Source: an optimization exercise on an open RTL-to-GDS flow (aim: small area and a short achievable clock period). Production flows keep margins and buffers that such runs may drop.
Function was not checked in any run shown here: the RTL went through the layout flow alone.
Power figures rest on the tool's default switching activity, not on a simulated workload.

==> design/flow/design.v <==
module decode_alu (
	input [31:0] inst,
	input [31:0] rs1,
	input [31:0] rs2,
	output [31:0] a,
	output [11:0] imm,
	output [11:0] ctl
);
	wire [6:0] opc = inst[6:0];
	wire [2:0] f3 = inst[14:12];
	wire is_op    = opc == 7'b0110011;
	wire is_opimm = opc == 7'b0010011;
	wire is_lui   = opc == 7'b0110111;
	wire is_load  = opc == 7'b0000011;
	wire is_store = opc == 7'b0100011;
	wire is_br    = opc == 7'b1100011;
	wire is_alu   = is_op | is_opimm;
	wire is_sh    = is_alu & (f3[1:0] == 2'b01);
	wire [4:0] shamt = inst[5] ? rs2[4:0] : inst[24:20];
	wire left = ~f3[2];
	wire [31:0] ar;
	genvar i;
	generate for (i = 0; i < 32; i = i + 1) begin : g_rev
		assign ar[i] = rs1[31 - i];
	end endgenerate
	wire [31:0] sx = left ? ar : rs1;
	wire fill = inst[30] & rs1[31] & ~left;
	wire [31:0] sr = $signed({fill, sx}) >>> shamt;
	wire [31:0] sl;
	generate for (i = 0; i < 32; i = i + 1) begin : g_rev2
		assign sl[i] = sr[31 - i];
	end endgenerate
	wire [31:0] a_ns = is_lui ? {inst[31:12], 12'b0} : rs1;
	assign a = is_sh ? (left ? sl : sr) : a_ns;
	assign imm = is_store ? {inst[31:25], inst[11:7]} : (is_lui | is_sh) ? 12'b0 : inst[31:20];
	wire is_slt = is_alu & (f3[2:1] == 2'b01);
	wire do_sub = is_op & (f3 == 3'd0) & inst[30];
	wire do_add = (is_alu & (f3 == 3'd0)) | is_load | is_store | is_lui;
	wire use_imm = is_opimm | is_load | is_store | is_lui | is_sh;
	wire sub = do_sub | is_slt | (is_br & f3[2]);
	wire is_xor = is_alu & (f3 == 3'd4);
	wire is_or  = is_alu & (f3 == 3'd6);
	wire is_and = is_alu & (f3 == 3'd7);
	wire br_x = is_br & (f3[2:1] == 2'b00);
	wire kp = do_add | is_sh | is_xor | is_or | br_x;
	wire kg = is_or | is_and;
	wire en_lt = is_slt | (is_br & f3[2]);
	wire uns = is_br ? f3[1] : f3[0];
	wire ten = is_br & (f3[2:1] != 2'b01);
	wire inv = f3[0];
	wire [1:0] dk = (f3 == 3'd0) ? 2'd1 : (f3 == 3'd1) ? 2'd2 : (f3 == 3'd2) ? 2'd3 : 2'd0;
	assign ctl = {is_store, dk, inv, ten, uns, en_lt, do_add, kg, kp, sub, use_imm};
endmodule
module alu (
	input [31:0] a,
	input [31:0] r2,
	input [11:0] imm,
	input [8:0] ctl,
	output [31:0] alu_out,
	output taken
);
	wire use_imm = ctl[0];
	wire sub = ctl[1];
	wire kp = ctl[2];
	wire kg = ctl[3];
	wire ce = ctl[4];
	wire en_lt = ctl[5];
	wire uns = ctl[6];
	wire ten = ctl[7];
	wire inv = ctl[8];
	wire [31:0] b = use_imm ? {{20{imm[11]}}, imm} : r2;
	wire [31:0] bx = b ^ {32{sub}};
	wire [31:0] p = a ^ bx;
	wire [31:0] g = a & bx;
	wire [32:0] c;
	prefix_carry #(.W(32)) pc0 (.p(p), .g(g), .ci(sub), .c(c));
	wire ltu = ~c[32];
	wire lt = uns ? ltu : (ltu ^ a[31] ^ b[31]);
	wire eq = ~|p;
	wire [31:0] l = (p & {32{kp}}) | (g & {32{kg}});
	wire [31:0] r = l ^ (c[31:0] & {32{ce}});
	assign alu_out = {r[31:1], r[0] | (lt & en_lt)};
	assign taken = ten & ((en_lt ? lt : eq) ^ inv);
endmodule
module prefix_carry #(parameter W = 32) (
	input [W-1:0] p,
	input [W-1:0] g,
	input ci,
	output [W:0] c
);
	localparam L = $clog2(W);
	wire [W-1:0] gg [0:L];
	wire [W-1:0] pp [0:L];
	assign gg[0] = {g[W-1:1], g[0] | (p[0] & ci)};
	assign pp[0] = {p[W-1:1], 1'b0};
	genvar l, i;
	generate for (l = 0; l < L; l = l + 1) begin : g_lev
		for (i = 0; i < W; i = i + 1) begin : g_bit
			if ((i >> l) & 1) begin : g_op
				localparam integer J = ((i >> l) << l) - 1;
				assign gg[l+1][i] = gg[l][i] | (pp[l][i] & gg[l][J]);
				assign pp[l+1][i] = pp[l][i] & pp[l][J];
			end else begin : g_pass
				assign gg[l+1][i] = gg[l][i];
				assign pp[l+1][i] = pp[l][i];
			end
		end
	end endgenerate
	assign c = {gg[L], ci};
endmodule
module branch_gen (
	input [31:0] inst,
	input [31:0] pc,
	output [31:0] branch_target
);
	wire [11:0] bimm = {inst[31], inst[7], inst[30:25], inst[11:8]};
	wire [12:0] lo = {1'b0, pc[12:1]} + {1'b0, bimm};
	wire cy = lo[12];
	wire sg = bimm[11];
	wire [18:0] hi = pc[31:13];
	wire [18:0] inc, dec;
	genvar i;
	generate for (i = 0; i < 19; i = i + 1) begin : g_id
		if (i == 0) begin : g0
			assign inc[i] = ~hi[i];
			assign dec[i] = ~hi[i];
		end else begin : gn
			assign inc[i] = hi[i] ^ (&hi[i-1:0]);
			assign dec[i] = hi[i] ^ ~(|hi[i-1:0]);
		end
	end endgenerate
	wire [18:0] hi_t = (cy == sg) ? hi : (cy ? inc : dec);
	assign branch_target = {hi_t, lo[11:0], pc[0]};
endmodule
module store_mask (
	input [1:0] dk,         
	input is_store,
	input [31:0] data,
	output [31:0] d,
	output [1:0] kind       
);
	assign d = {data[31:16] & {16{dk == 2'd3}}, data[15:8] & {8{dk[1]}}, data[7:0] & {8{dk != 2'd0}}};
	assign kind = is_store ? dk : 2'd0;
endmodule
module store_format (
	input [31:0] d,
	input [1:0] kind,
	input [1:0] lane,
	output [31:0] write_data,
	output [3:0] write_mask
);
	assign write_data = d << {lane, 3'b000};
	wire [3:0] m = kind == 2'd1 ? 4'b0001 : kind == 2'd2 ? 4'b0011 : kind == 2'd3 ? 4'b1111 : 4'b0000;
	assign write_mask = kind == 2'd3 ? 4'b1111 : m << lane;
endmodule
module chronos_ex (
	input clk,
	input rst,               
	input in_valid,
	input [31:0] inst,
	input [31:0] pc,
	input [31:0] rs1_data,
	input [31:0] rs2_data,
	output reg out_valid,
	output reg [31:0] result,
	output reg br_taken,
	output reg [31:0] br_target,
	output [31:0] mem_wdata,
	output [3:0] mem_wmask
);
	wire [31:0] a_id;
	wire [11:0] imm_id;
	wire [11:0] ctl_id;
	decode_alu dec (
		.inst(inst), .rs1(rs1_data), .rs2(rs2_data), .a(a_id), .imm(imm_id), .ctl(ctl_id));
	wire [31:0] tgt_id;
	branch_gen bgen (.inst(inst), .pc(pc), .branch_target(tgt_id));
	reg v1;
	reg [31:0] a1, r2_1, tgt1;
	reg [11:0] imm1;
	reg [11:0] ctl1;
	always @(posedge clk) begin
		v1 <= rst & in_valid;
		a1 <= a_id;
		r2_1 <= rs2_data;
		imm1 <= imm_id;
		tgt1 <= tgt_id;
		ctl1 <= ctl_id;
	end
	wire [31:0] alu_out;
	wire taken;
	alu _alu (.a(a1), .r2(r2_1), .imm(imm1), .ctl(ctl1[8:0]), .alu_out(alu_out), .taken(taken));
	wire [31:0] d2;
	wire [1:0] sk2;
	store_mask sm (.dk(ctl1[10:9]), .is_store(ctl1[11]), .data(r2_1), .d(d2), .kind(sk2));
	reg [31:0] d_q;
	reg [1:0] sk_q;
	always @(posedge clk) begin
		out_valid <= rst & v1;
		result <= alu_out;
		br_taken <= taken;
		br_target <= tgt1;
		d_q <= d2;
		sk_q <= sk2;
	end
	store_format sf (.d(d_q), .kind(sk_q), .lane(result[1:0]),
		.write_data(mem_wdata), .write_mask(mem_wmask));
endmodule
==> design/flow/run.sh <==
#!/bin/bash
# synth_recipe.tcl (not shown) runs the flow's synth.tcl, then flattens the netlist and writes it again
# the make line also repeats each setting of config.mk as NAME=value (left out here)
make -C /OpenROAD-flow-scripts/flow DESIGN_CONFIG=/design/flow/config.mk WORK_HOME=/design/flow/orfs CLKGATE_MAP_FILE= SYNTH_SCRIPT=/design/flow/synth_recipe.tcl finish
==> design/flow/config.mk <==
export PLATFORM = sky130hd
export DESIGN_NAME = chronos_ex
export DESIGN_NICKNAME = chronos_ex
export VERILOG_FILES = /design/flow/design.v
export SDC_FILE = /design/flow/constraint.sdc
export NUM_CORES = 4
export LEC_CHECK = 0
export CAP_MARGIN = 20
export CORE_MARGIN = 2
export CORE_UTILIZATION = 40
export SLEW_MARGIN = 20
==> design/flow/constraint.sdc <==
create_clock -name core_clock -period 5.5 [get_ports {clk}]
set_input_delay 1.1000 -clock core_clock [delete_from_list [all_inputs] [get_ports {clk}]]
set_output_delay 1.1000 -clock core_clock [all_outputs]
set_load 0.01 [all_outputs]
==> impl_metrics.sql, run 1 <==
INSERT INTO impl_metrics (metric_group, metric, value, unit) VALUES
('critical_path', 'reg2reg_from', 'ctl1[0]', ''),
('routing', 'detailed_route_via_count', '10600', ''),
('pwr', 'p_leak', '5.90', 'nW'),
('global_route', 'global_route.overflow_total', '0', ''),
('die', 'floorplan.die.height', '176', 'µm'),
('sta', 'final_max_slew_viol_count', '0', ''),
('routing', 'postRouteWirelength', '42700', 'µm'),
('critical_path', 'critPathArrivalTime', '4.71', 'ns'),
('cts', 'htree_num_levels', '1', ''),
('job', 'maxCapViolCount', '0', ''),
('place', 'place_worst_setup_slack', '0.993', 'ns'),
('critical_path', 'critPathRequiredTime', '5.97', 'ns'),
('sta', 'timing_hold_violations_final', '0', ''),
('global_route', 'grt_antenna_before_repair', '0', ''),
('yosys', 'synth_adder_area_share', '4.89', '%'),
('routing', 'drt_via_density', '5.62', ''),
('routing', 'initialDrtViolationCount', '911', ''),
('cts', 'clockRootBuffer', 'clkbuf_16', ''),
('sta', 'clock_skew', '0.0129', 'ns'),
('place', 'portBuffers', '232', ''),
('yosys', 'post_synth_num_cell_types', '79', ''),
('global_route', 'maximum_number_of_pins_on_one_net_before_global_route_repair', '40', ''),
('layout', 'final-seq-area', '0.00443', 'mm²'),
('yosys', 'synth_flop_cell', 'dfxtp_1', ''),
('cts', 'cts_sinks', '221', ''),
('yosys', 'synth_most_common_cell', 'dfxtp_1', ''),
('routing', 'routed_wire_length_per_instance', '22.6', 'µm'),
('yosys', 'flip_flop_and_latch_count_after_synthesis', '221', ''),
('cts', 'post_cts.repair.setup_buffers', '0', ''),
('yosys', 'synth_top_family_by_area', 'compound AO/OA/AOI/OAI gates', ''),
('sta', 'timing.final.ws_setup', '1.26', 'ns'),
('yosys', 'postSynthAreaPerCell', '9.33', 'µm²'),
('outcome', 'result_of_the_run', 'timing/DRC/antenna clean', ''),
('sta', 'setup_repair_after_global_routing_missed_its_margin', 'false', ''),
('layout', 'area.growth.synth_to_final', '29.2', '%'),
('place', 'half_perimeter_wire_length_of_the_detailed_placement_result', '33200', 'µm'),
('hold_path', 'timing.hold.worst.class', 'reg2reg', ''),
('layout', 'fillers', '2719', ''),
('critical_path', 'criticalPathCategory', 'reg2reg', ''),
('global_route', 'number_of_global_route_vias_before_repair', '10600', ''),
('place', 'gp_routability_congestion', '0.965', ''),
('yosys', 'synth_area_leaders', 'dfxtp_1 37%, mux2i_1 7.0%, mux4_2 5.9%, ha_1 4.6%, xnor2_1 4.2%', ''),
('sta', 'setup_violations_final', '0', ''),
('critical_path', 'critical_path.max_fanout', '21', ''),
('cts', 'insertion_delay', '0.54', 'ns'),
('critical_path', 'timing.critical_path.from_type', 'flip-flop', ''),
('die', 'initial_utilization', '40.4', '%'),
('layout', 'multiInputGateArea', '0.00709', 'mm²'),
('sta', 'finalCriticalPeriod', '4.24', 'ns'),
('yosys', 'synth.top_cell.area_share', '37.3', '%'),
('yosys', 'synth_nets', '1448', ''),
('critical_path', 'endpoint_kind', 'flip-flop', ''),
('pwr', 'irDropWorstVdd', '0.235', 'mV'),
('layout', 'fraction_of_final_layout_cells_sized_beyond_drive_strength_1', '8.23', '%'),
('die', 'core.rowCount', '63', ''),
('yosys', 'synth_enable_flop_cells', '0', ''),
('critical_path', 'capture_instance_of_the_worst_register_to_register_path', 'br_taken', ''),
('global_route', 'grt.total_usage', '27.3', '%'),
('sta', 'worst_slew_pin_slew', '1.01', 'ns'),
('yosys', 'synth_simple_gate_area_share', '16.1', '%'),
('yosys', 'seq_area_frac_synth', '37.3', '%'),
('critical_path', 'worst_setup_sp', 'ctl1[0]', ''),
('yosys', 'yosysWarningCount', '2', ''),
('global_route', 'global_route_wire_length_before_repair', '64600', 'µm'),
('routing', 'route.antenna.remaining_nets', '0', ''),
('yosys', 'yosys.area.top_type', 'dfxtp_1', ''),
('die', 'fp.dieW', '176', 'µm'),
('die', 'floorplan.core_area', '0.0294', 'mm²'),
('yosys', 'synth_xor_area_share', '7.08', '%'),
('pwr', 'power-per-cell-area', '282', 'mW/mm²'),
('yosys', 'synthesized_cell_area', '0.0119', 'mm²');
## critical path: stages, from the launching register on
cell       delay [ns]
dfxtp_1          0.84
and2_1           0.67
a21oi_1          0.12
xnor2_1          0.34
ha_1             0.36
o21ai_0          0.18
o21bai_1         0.10
a211oi_1         0.38
o21ai_4          0.18
a2111oi_4        0.46
o2111ai_1        0.18
nand3_1          0.18
mux2i_1          0.19
## layout by cell type (no fill, tap or decap), types with 5 or more instances in the layout
cell type,n
a21o_1,10
buf_4,22
nand2b_1,7
a221oi_1,7
o21ai_0,43
clkbuf_16,25
inv_1,14
and3_1,34
and2_1,28
o221ai_1,14
mux4_2,31
nor2b_1,34
a222oi_1,6
o211ai_1,9
nor2_1,82
o21ai_1,22
nand3_1,27
mux2i_1,81
or3_1,8
nor4_1,9
a211oi_1,14
ha_1,44
xor2_1,39
xnor2_1,57
nand4_1,7
clkbuf_8,6
a21oi_1,76
nor3_1,16
clkbuf_1,8
a31oi_1,5
a22oi_1,37
o22ai_1,7
clkdlybuf4s50_1,231
mux2_2,7
nand2_1,119
o21a_1,12
dfxtp_1,219
## layout make-up
type	count	area share (%)
Clock inverter	6	0.359
Multi-Input combinational cell	958	46.2
Antenna cell	1	0.0163
Sequential cell	221	28.9
Timing Repair Buffer	254	16.2
Inverter	16	0.391
Tap cell	390	3.18
Clock buffer	39	4.81
## cell families (layout without fill, tap and decap cells)
group           after synthesis  after routing
simple gates                389            389
fa+ha+maj                    46             46
buf+inv                      93            315
xor+xnor                     96             96
mux                         125            125
compound gates              302            302
other cells                   0              1
flops                       221            221
## registers in the layout (all words and copies together), names as in the netlist
name and flops:
imm1 12, v1 1, ctl1 12, tgt1 32
br_taken 1, out_valid 1, d_q 32, a1 32
sk_q 2, br_target 32, r2_1 32, result 32
## where the power goes
part	internal, mW	switching [mW]
combinational	0.445	0.525
sequential	1.71	0.0580
clock	0.925	0.663
total	3.08	1.25
## metal layers
| layer | vias up | track usage [%] | wire length [µm] |
|---|---|---|---|
| li1 | 5045 | - | - |
| met2 | 420 | 46.7 | 20500 |
| met4 | 0 | 9.88 | 1620 |
| met5 | - | 0 | 0 |
| met3 | 80 | 4.63 | 2750 |
| met1 | 5052 | 34.6 | 17800 |
## per-stage QoR
stage	hold slack (ns)	cell area [µm²]	utilization, %	total power [mW]	cells
3_5_place_dp	0.312	14500	49.5	2.76	1839
5_1_grt	0.328	15300	52.2	4.52	1884
2_1_floorplan	0.310	11900	-	2.33	1272
3_3_place_gp	0.310	14500	49.5	2.77	1839
4_1_cts	0.326	15300	52.2	4.37	1884
6_report	0.319	15300	52.2	4.33	1885
## how the worst min path moves through the flow
stage                     slack (ns)  cells past startpoint       endpoint     start
after floorplan                 0.31                      0   br_target[0]   tgt1[0]
after global placement          0.31                      0  br_target[13]  tgt1[13]
after detailed placement        0.31                      0  br_target[30]  tgt1[30]
after CTS                       0.33                      0  br_target[12]  tgt1[12]
after global routing            0.33                      0   br_target[1]   tgt1[1]
final                           0.32                      0  br_target[12]  tgt1[12]
==> run 2: changes to the inputs <==
--- a/design/flow/design.v
+++ b/design/flow/design.v
@@ -116,19 +116,16 @@
 	wire [11:0] bimm = {inst[31], inst[7], inst[30:25], inst[11:8]};
-	wire [12:0] lo = {1'b0, pc[12:1]} + {1'b0, bimm};
-	wire cy = lo[12];
+	wire [11:0] pl = pc[12:1];
+	wire [11:0] lp = pl ^ bimm;
+	wire [12:0] lc;
+	prefix_carry #(.W(12)) lo_c (.p(lp), .g(pl & bimm), .ci(1'b0), .c(lc));
+	wire cy = lc[12];
 	wire sg = bimm[11];
 	wire [18:0] hi = pc[31:13];
-	wire [18:0] inc, dec;
-	genvar i;
-	generate for (i = 0; i < 19; i = i + 1) begin : g_id
-		if (i == 0) begin : g0
-			assign inc[i] = ~hi[i];
-			assign dec[i] = ~hi[i];
-		end else begin : gn
-			assign inc[i] = hi[i] ^ (&hi[i-1:0]);
-			assign dec[i] = hi[i] ^ ~(|hi[i-1:0]);
-		end
-	end endgenerate
-	wire [18:0] hi_t = (cy == sg) ? hi : (cy ? inc : dec);
-	assign branch_target = {hi_t, lo[11:0], pc[0]};
+	wire [19:0] ic, dc;    
+	prefix_carry #(.W(19)) inc_c (.p(hi), .g(19'b0), .ci(1'b1), .c(ic));
+	prefix_carry #(.W(19)) dec_c (.p(~hi), .g(19'b0), .ci(1'b1), .c(dc));
+	wire up = cy & ~sg;
+	wire dn = ~cy & sg;
+	wire [18:0] hi_t = hi ^ ((ic[18:0] & {19{up}}) | (dc[18:0] & {19{dn}}));
+	assign branch_target = {hi_t, lp ^ lc[11:0], pc[0]};
 endmodule
--- a/design/flow/config.mk
+++ b/design/flow/config.mk
@@ -10,2 +10,3 @@
 export CORE_UTILIZATION = 40
+export SETUP_SLACK_MARGIN = 2.0
 export SLEW_MARGIN = 20
==> run 2 against run 1 <==
Net effect:
- core utilization rose by 3.9 points
- routed wire length fell by 0.25%
- maximum frequency fell by 2.8%
- critical path depth rose by 9
- via count rose by 1.8%
- power rose by 2.5%
- synthesized cell count fell by 0.63%
- count of clock-buffer cells in the layout fell by 9
- combinational power rose by 6%
- critical path type is now in2reg
==> impl_metrics.sql, run 2 <==
INSERT INTO impl_metrics (metric_group, metric, value, unit) VALUES
('yosys', 'synth_async_sr_flop_share', '0', '%'),
('place', 'dpl_cell_area', '0.0145', 'mm²'),
('outcome', 'result_of_the_run', 'timing/DRC/antenna clean', ''),
('sta', 'setup_violations_final', '0', ''),
('job', 'maxCapViolCount', '0', ''),
('sta', 'finalCriticalPeriod', '4.36', 'ns'),
('routing', 'detailedRoute.firstPassIterationCount', '5', ''),
('layout', 'area.growth.synth_to_final', '37.1', '%'),
('routing', 'postRouteWirelength', '42600', 'µm'),
('die', 'floorplan.die.height', '176', 'µm'),
('global_route', 'grt_util_met3', '2.27', '%'),
('pwr', 'irDropWorstVdd', '0.206', 'mV'),
('global_route', 'grt_antenna_before_repair', '0', ''),
('cts', 'clockRootBuffer', 'clkbuf_16', ''),
('critical_path', 'timing.critical_path.mode_cell', 'o21ai_2', ''),
('global_route', 'grt.met1_usage', '34.0', '%'),
('pwr', 'power-per-cell-area', '274', 'mW/mm²'),
('cts', 'cts_tree', 'yes', ''),
('routing', 'post-route-drc-count', '0', ''),
('global_route', 'number_of_global_route_vias_before_repair', '10700', ''),
('yosys', 'yosys.area.top_type', 'dfxtp_1', ''),
('hold_path', 'timing.hold.worst.class', 'reg2reg', ''),
('critical_path', 'timing.critical_path.from_type', 'input port', ''),
('die', 'initial_utilization', '40.9', '%'),
('sta', 'clock_skew', '0.00950', 'ns'),
('yosys', 'postSynthAreaPerCell', '9.34', 'µm²'),
('layout', 'most-common-layout-cells', '219 x clkdlybuf4s50_1, 218 x dfxtp_1, 96 x nand2_1', ''),
('yosys', 'synthesized_cell_area', '0.0118', 'mm²'),
('critical_path', 'worst_setup_sp', 'inst[8]', ''),
('critical_path', 'critical-path-max-stage-delay', '0.49', 'ns'),
('layout', 'commonest_non_fill_non_tap_cell_in_the_layout', 'clkdlybuf4s50_1', ''),
('global_route', 'global_route.usage.met2', '46.9', '%'),
('sta', 'timing_hold_violations_final', '0', ''),
('cts', 'holdBufCountCts', '0', ''),
('cts', 'max-clock-path-buffers', '3', ''),
('routing', 'initialDrtViolationCount', '743', ''),
('yosys', 'synth_enable_flop_cells', '0', ''),
('global_route', 'global_route_wire_length_before_repair', '63700', 'µm'),
('layout', 'final_area', '0.0162', 'mm²'),
('global_route', 'global_route.overflow_total', '0', ''),
('sta', 'setup_repair_after_global_routing_missed_its_margin', 'true', ''),
('pwr', 'p_leak', '6.30', 'nW'),
('die', 'fp.dieW', '176', 'µm'),
('sta', 'slew-limit-headroom', '45.1', '%'),
('yosys', 'synth_area_leaders', 'dfxtp_1 37%, mux2i_1 6.5%, mux4_2 5.7%, ha_1 4.8%, xnor2_1 4.5%', ''),
('place', 'half_perimeter_wire_length_of_the_detailed_placement_result', '32100', 'µm'),
('critical_path', 'critical_path.max_fanout', '4', ''),
('routing', 'routed_wire_length_per_instance', '22.2', 'µm'),
('die', 'die_area', '0.0309', 'mm²'),
('critical_path', 'path_delay_family', 'simple AND/OR/NAND/NOR gates', ''),
('cts', 'htree_num_levels', '1', ''),
('yosys', 'synth.top_cell.area_share', '37.5', '%'),
('critical_path', 'path_cells', 'buf_8, ha_4, inv_2, fa_2, nor2b_4, o21ai_2, a21boi_1, o21ai_2, a21oi_2, o2111ai_2, a31oi_2, nor2_1, ha_2, or4b_4, nor4_4, nand4bb_1, or3_1, or2_4, buf_4, o21ai_2, xor2_1', ''),
('die', 'core.rowCount', '62', ''),
('cts', 'cts_sinks', '221', ''),
('routing', 'route.antenna.remaining_nets', '0', ''),
('sta', 'final_max_slew_viol_count', '0', ''),
('yosys', 'yosysWarningCount', '4', ''),
('critical_path', 'critPathArrivalTime', '4.80', 'ns'),
('yosys', 'synth_most_common_cell', 'dfxtp_1', ''),
('critical_path', 'critPathRequiredTime', '5.94', 'ns'),
('yosys', 'netlist_instances', '1264', ''),
('yosys', 'synth_flop_cell', 'dfxtp_1', ''),
('critical_path', 'crit_path_buf_inv_count', '3', ''),
('yosys', 'post_synth_num_cell_types', '74', ''),
('yosys', 'synthTopCellsByCount', '221 x dfxtp_1, 97 x nand2_1, 83 x nor2_1', ''),
('hold_path', 'hold_path_startpoint', 'tgt1[21]', ''),
('sta', 'fmaxAchievable', '229', 'MHz'),
('critical_path', 'endpoint_kind', 'flip-flop', ''),
('cts', 'tritoncts.num_buffers', '24', ''),
('layout', 'multiInputGateArea', '0.00733', 'mm²'),
('cts', 'insertion_delay', '0.52', 'ns'),
('critical_path', 'critical_path.slowest_cell', 'or4b_4', ''),
('yosys', 'flip_flop_and_latch_count_after_synthesis', '221', ''),
('cts', 'cts.clk_slew.worst_paths', '0.06', 'ns'),
('layout', 'fraction_of_final_layout_cells_sized_beyond_drive_strength_1', '16.5', '%'),
('sta', 'layout_worst_path_cycle_share', '79.3', '%'),
('critical_path', 'reg2reg_from', 'ctl1[0]', ''),
('global_route', 'most_used_layer_global_route', 'met2', ''),
('yosys', 'seq_area_frac_synth', '37.5', '%'),
('layout', 'final-seq-area', '0.00443', 'mm²'),
('critical_path', 'criticalPathCategory', 'in2reg', ''),
('yosys', 'synth_nets', '1444', ''),
('routing', 'detailed_route_via_count', '10800', ''),
('pwr', 'totalPowerFinal', '4.44', 'mW'),
('routing', 'drt_via_density', '5.62', ''),
('global_route', 'maximum_number_of_pins_on_one_net_before_global_route_repair', '41', ''),
('layout', 'fillers', '2595', ''),
('global_route', 'grt.total_usage', '26.8', '%'),
('place', 'portBuffers', '232', ''),
('place', 'gp_routability_congestion', '0.999', ''),
('layout', 'insertedDiodeCount', '0', ''),
('die', 'floorplan.core_area', '0.0289', 'mm²'),
('sta', 'worst_slew_pin_slew', '0.821', 'ns'),
('die', 'io_pins', '233', ''),
('layout', 'num-nets-final', '1702', '');
==> run 2: cell count changes after synthesis, sizes merged, moves of 7 or more <==
cell | before | now
nor3 | 16 | 23
xor2 | 39 | 29
mux2i | 86 | 78
a31oi | 6 | 13
nand3 | 27 | 18
nand2 | 119 | 97
clkbuf | 58 | 51
inv | 16 | 30
buf | 19 | 28
==> run 2: layout make-up <==
type | count | share of cell area [%]
Tap cell | 384 | 2.97
Timing Repair Buffer | 307 | 18.5
Clock inverter | 11 | 0.874
Multi-Input combinational cell | 936 | 45.4
Timing Repair inverter | 2 | 0.0928
Sequential cell | 221 | 27.4
Inverter | 30 | 0.743
Clock buffer | 30 | 4.11
==> run 2: logic make-up after synthesis <==
group / after synthesis / share of synthesized area, %
muxes: 116 / 13.2
xor gates and xnor gates: 90 / 6.68
adders and majority gates: 50 / 5.53
and+or+nand+nor: 366 / 15.8
AOI/OAI and AO/OA: 312 / 17.4
DFF: 221 / 37.5
buffers and inverters: 109 / 3.90
==> run 2: path summary, 6_finish.rpt <==
kind                                 endpoint  slack [ns]  cells past startpoint
worst max register to register     result[31]        2.06                     13
worst min-delay path            br_target[21]        0.32                      0
worst max-delay path                 tgt1[27]        1.14                     21
worst min register to register  br_target[21]        0.32                      0
==> run 2: worst reg2reg max path, cell delays in order (launching register included) <==
cell        delay, ns
dfxtp_4          0.42
clkinvlp_4       0.18
buf_4            0.18
a21oi_1          0.18
xnor2_1          0.20
ha_2             0.37
nand3_1          0.17
a211oi_2         0.11
a2111oi_4        0.37
o221ai_2         0.18
or2_4            0.27
and4_1           0.19
mux2_2           0.28
a211oi_2         0.24
==> run 2: metal layers <==
metal	share of wire (%)	vias up
met3	4.7	97
met2	49	407
met4	4.7	0
met1	42	5150
met5	0	-
li1	-	5138
==> run 2: power by group <==
part           switching, mW  internal, mW
Combinational          0.547         0.479
Clock                  0.650         0.996
Sequential            0.0537          1.71
==> run 2: what timing repair did <==
action | in CTS | in global routing
pin swaps | 37 | 36
setup buffers | 31 | 12
resized for setup | 97 | 52
setup endpoints to repair | 92 | 59
gates cloned | 3 | 1
==> run 2: stage by stage <==
| step | instances | setup TNS, ns | hold WS [ns] | setup WS [ns] | utilization [%] |
|---|---|---|---|---|---|
| after floorplan | 1264 | 0 | 0.310 | 0.946 | - |
| after global placement | 1833 | 0 | 0.310 | 0.0119 | 50.3 |
| after detailed placement | 1833 | -0.0546 | 0.312 | -0.0274 | 50.3 |
| after CTS | 1908 | 0 | 0.323 | 0.990 | 55.0 |
| after global routing | 1921 | 0 | 0.325 | 0.899 | 56.0 |
| final | 1921 | 0 | 0.325 | 1.14 | 56.0 |
==> run 3: changes to the inputs <==
--- a/design/flow/config.mk
+++ b/design/flow/config.mk
@@ -10,3 +10,3 @@
 export CORE_UTILIZATION = 40
-export SETUP_SLACK_MARGIN = 2.0
+export SETUP_SLACK_MARGIN = 3.0
 export SLEW_MARGIN = 20
==> run 3 against run 2 <==
Net effect:
- global-route usage is 2.6 points higher
- synthesized cell count stayed put
- cell count is 11% higher
- non-clock buffer count is 208 higher
- worst hold slack worse by 0.00085 ns
- combinational power is 47% higher
- critical path depth stayed put
- final area is 24% higher
- synthesized area stayed put
- critical path type unchanged
- largest power group unchanged
==> impl_metrics.sql, run 3 <==
INSERT INTO impl_metrics (metric_group, metric, value, unit) VALUES
('pwr', 'irDropWorstVdd', '0.275', 'mV'),
('yosys', 'synth_enable_flop_cells', '0', ''),
('pwr', 'total_switching_power', '1.50', 'mW'),
('place', 'half_perimeter_wire_length_of_the_detailed_placement_result', '32100', 'µm'),
('place', 'gp_routability_congestion', '0.969', ''),
('die', 'floorplan.die.height', '176', 'µm'),
('yosys', 'synth_adder_area_share', '5.53', '%'),
('critical_path', 'critPathRequiredTime', '5.91', 'ns'),
('pwr', 'clock_power_share', '34.2', '%'),
('layout', 'finalCoreUtilization', '69.7', '%'),
('critical_path', 'critical_path.max_fanout', '5', ''),
('cts', 'cts_sinks', '221', ''),
('yosys', 'synthesized_cell_area', '0.0118', 'mm²'),
('yosys', 'synthTopCellsByCount', '221 x dfxtp_1, 97 x nand2_1, 83 x nor2_1', ''),
('cts', 'tritoncts.num_buffers', '25', ''),
('sta', 'setup_repair_after_global_routing_missed_its_margin', 'true', ''),
('layout', 'commonest_non_fill_non_tap_cell_in_the_layout', 'dfxtp_1', ''),
('routing', 'detailed_route_via_count', '12300', ''),
('routing', 'drt_via_density', '5.74', ''),
('yosys', 'netlist_instances', '1264', ''),
('global_route', 'grt_antenna_before_repair', '1', ''),
('yosys', 'yosys.area.top_type', 'dfxtp_1', ''),
('yosys', 'yosysWarningCount', '4', ''),
('cts', 'max-clock-path-buffers', '3', ''),
('place', 'portBuffers', '232', ''),
('hold_path', 'timing.hold.worst.class', 'reg2reg', ''),
('pwr', 'power_frac_comb', '30.3', '%'),
('die', 'floorplan.core_area', '0.0289', 'mm²'),
('pwr', 'sequential_fraction_of_design_power', '35.5', '%'),
('sta', 'worst_slew_pin_slew', '0.792', 'ns'),
('global_route', 'global_route_wire_length_before_repair', '70000', 'µm'),
('global_route', 'grt.total_usage', '29.4', '%'),
('yosys', 'seq_area_frac_synth', '37.5', '%'),
('die', 'core.rowCount', '62', ''),
('sta', 'fin_setup_tns', '0', 'ns'),
('global_route', 'global_route.overflow_total', '0', ''),
('critical_path', 'endpoint_kind', 'flip-flop', ''),
('critical_path', 'timing.critical_path.from_type', 'input port', ''),
('sta', 'clock_skew', '0.0209', 'ns'),
('sta', 'finalCriticalPeriod', '4.36', 'ns'),
('die', 'initial_utilization', '40.9', '%'),
('yosys', 'synth_nets', '1444', ''),
('pwr', 'p_leak', '8.34', 'nW'),
('yosys', 'post_synth_num_cell_types', '74', ''),
('cts', 'htree_num_levels', '1', ''),
('routing', 'route.antenna.remaining_nets', '0', ''),
('yosys', 'synth_async_sr_flop_share', '0', '%'),
('yosys', 'synth_area_leaders', 'dfxtp_1 37%, mux2i_1 6.5%, mux4_2 5.7%, ha_1 4.8%, xnor2_1 4.5%', ''),
('yosys', 'synth_top_family_by_area', 'compound AO/OA/AOI/OAI gates', ''),
('yosys', 'postSynthAreaPerCell', '9.34', 'µm²'),
('sta', 'layout_worst_path_cycle_share', '79.2', '%'),
('layout', 'fraction_of_final_layout_cells_sized_beyond_drive_strength_1', '43.1', '%'),
('yosys', 'synth_simple_gate_area_share', '15.8', '%'),
('die', 'die_area', '0.0309', 'mm²'),
('routing', 'routed_wire_length_per_instance', '22.8', 'µm'),
('yosys', 'muxShareOfSynthArea', '13.2', '%'),
('global_route', 'number_of_global_route_vias_before_repair', '11900', ''),
('yosys', 'flip_flop_and_latch_count_after_synthesis', '221', ''),
('routing', 'postRouteWirelength', '48700', 'µm'),
('pwr', 'power.switching_fraction', '29.9', '%'),
('cts', 'cts_tree', 'yes', ''),
('outcome', 'result_of_the_run', 'timing/DRC/antenna clean', ''),
('cts', 'insertion_delay', '0.52', 'ns'),
('routing', 'detailedRoute.firstPassIterationCount', '7', ''),
('job', 'maxCapViolCount', '0', ''),
('cts', 'clockRootBuffer', 'clkbuf_16', ''),
('cts', 'holdBufCountCts', '0', ''),
('sta', 'timing_hold_violations_final', '0', ''),
('routing', 'initialDrtViolationCount', '1184', ''),
('yosys', 'synth.top_cell.area_share', '37.5', '%'),
('sta', 'setup_violations_final', '0', ''),
('yosys', 'synth_most_common_cell', 'dfxtp_1', ''),
('cts', 'cts.clk_slew.worst_paths', '0.06', 'ns'),
('yosys', 'synth-compound-area-share', '17.4', '%'),
('pwr', 'total_internal_power', '3.50', 'mW'),
('critical_path', 'critPathArrivalTime', '4.77', 'ns'),
('yosys', 'synth_flop_cell', 'dfxtp_1', ''),
('yosys', 'synth_xor_area_share', '6.68', '%'),
('global_route', 'maximum_number_of_pins_on_one_net_before_global_route_repair', '41', ''),
('die', 'io_pins', '233', ''),
('layout', 'num-nets-final', '1917', ''),
('layout', 'most-common-layout-cells', '217 x dfxtp_1, 160 x buf_4, 104 x clkdlybuf4s50_1', ''),
('critical_path', 'criticalPathCategory', 'in2reg', ''),
('sta', 'fmaxAchievable', '230', 'MHz'),
('sta', 'final_max_slew_viol_count', '0', ''),
('routing', 'post-route-drc-count', '0', ''),
('sta', 'slew-limit-headroom', '47.1', '%'),
('die', 'fp.dieW', '176', 'µm'),
('pwr', 'power-per-cell-area', '248', 'mW/mm²'),
('layout', 'area.growth.synth_to_final', '70.5', '%');
run 3: layout make-up:
class,instances,area (µm²)
Antenna cell,1,2.50
Clock buffer,31,688
Clock inverter,14,171
Fill cell,2127,8730
Inverter,30,130
Multi-Input combinational cell,942,9150
Sequential cell,221,4440
Tap cell,384,480
Timing Repair Buffer,515,5050
Timing Repair inverter,2,13.8
run 3: what timing repair did:
action                                  4_1_cts  5_1_grt
resized for setup                           610      221
buffers inserted                            171       80
pin swaps                                   140      130
endpoints found under the setup margin      152      153
hold endpoints to repair                      0        0
cloned                                       17        1
run 3: logic make-up (layout without fill, tap and decap cells):
logic type	count (synthesis)	in the layout
simple gates	366	371
compound gates	312	312
flops	221	221
mux	116	119
buf+inv	109	592
xor+xnor	90	90
fa+ha+maj	50	50
other cells	0	1
run 3: path summary, 6_finish.rpt:
check,start,endpoint,slack (ns),cells after the start
max,inst[8],tgt1[29],1.14,21
min,tgt1[17],br_target[17],0.32,0
max reg2reg,ctl1[0],result[31],2.14,14
min reg2reg,tgt1[17],br_target[17],0.32,0
run 3: through the flow:
step	hold WS [ns]	instances	total power, mW	worst slack, ns	instance area, µm²
6_report	0.324	2140	5.00	1.14	20100
5_1_grt	0.327	2140	5.16	0.954	20100
4_1_cts	0.324	2058	4.80	0.994	18500
3_5_place_dp	0.312	1825	2.76	0.0796	14700
3_3_place_gp	0.310	1825	2.76	0.173	14700
2_1_floorplan	0.310	1264	2.35	0.947	12300
run 3: critical path: stages:
cell and delay, ns:
buf_6 0.10, ha_4 0.14, inv_2 0.04, fa_2 0.22, nor2b_4 0.05, o21ai_2 0.15
a21boi_2 0.08, o21ai_2 0.18, a21oi_2 0.10, o2111ai_2 0.28, a31oi_2 0.14, nor2_1 0.12
ha_2 0.18, or4b_4 0.48, nor4_4 0.16, nand4bb_1 0.22, or3_4 0.38, or2_4 0.28
nor4_4 0.15, a41oi_2 0.06, xnor2_1 0.15
run 3: power by group through the flow:
stage                     Clock [mW]  Combinational (mW)  Sequential [mW]
after global placement             0               0.961             1.80
after CTS                       1.73                1.29             1.77
final                           1.71                1.51             1.77
after global routing            1.81                1.58             1.78
after floorplan                    0               0.559             1.79
after detailed placement           0               0.959             1.80
run 3: metal layers:
layer  track usage (%)  vias to the layer above  part of all wire, %
met3              3.40                      146                  6.9
li1                  -                     5596                    -
met2              50.9                      637                   49
met5                 0                        -                    0
met4              13.1                        0                  5.2
met1              36.8                     5915                   39

what the ideal ports hide:
How much do the figures lean on ideal ports? The routed layouts below were timed once more, with nothing changed but the port constraints. Step 1, drivers: a clkbuf_16 drives clk and a buf_2 each remaining input, both assumed. Step 2 moves the port delays by t, midway between the first and last clock arrival at a register: inputs arrive t later, outputs are due t later. That takes back most of the time a late clock gives input paths. Three values: no drivers, after step 1, after step 2; two values: the first two.
run	shift t [ns]	setup WS [ns]	hold slack, ns	worst data-port slew with drivers (ns)	pins driven straight from the clock port
run 1	0.590	1.261 / 1.261 / 0.779	0.319 / 0.319 / 0.319	0.05	1
run 2	0.563	1.138 / 1.151 / 0.588	0.325 / 0.325 / 0.325	0.06	1
run 3	0.562	1.143 / 1.160 / 0.598	0.324 / 0.324 / 0.324	0.08	1
After both steps setup and hold are still met in every run listed. For run 2, which loses most, drivers alone change the setup slack by +0.013 ns; drivers and shift together by -0.550 ns.
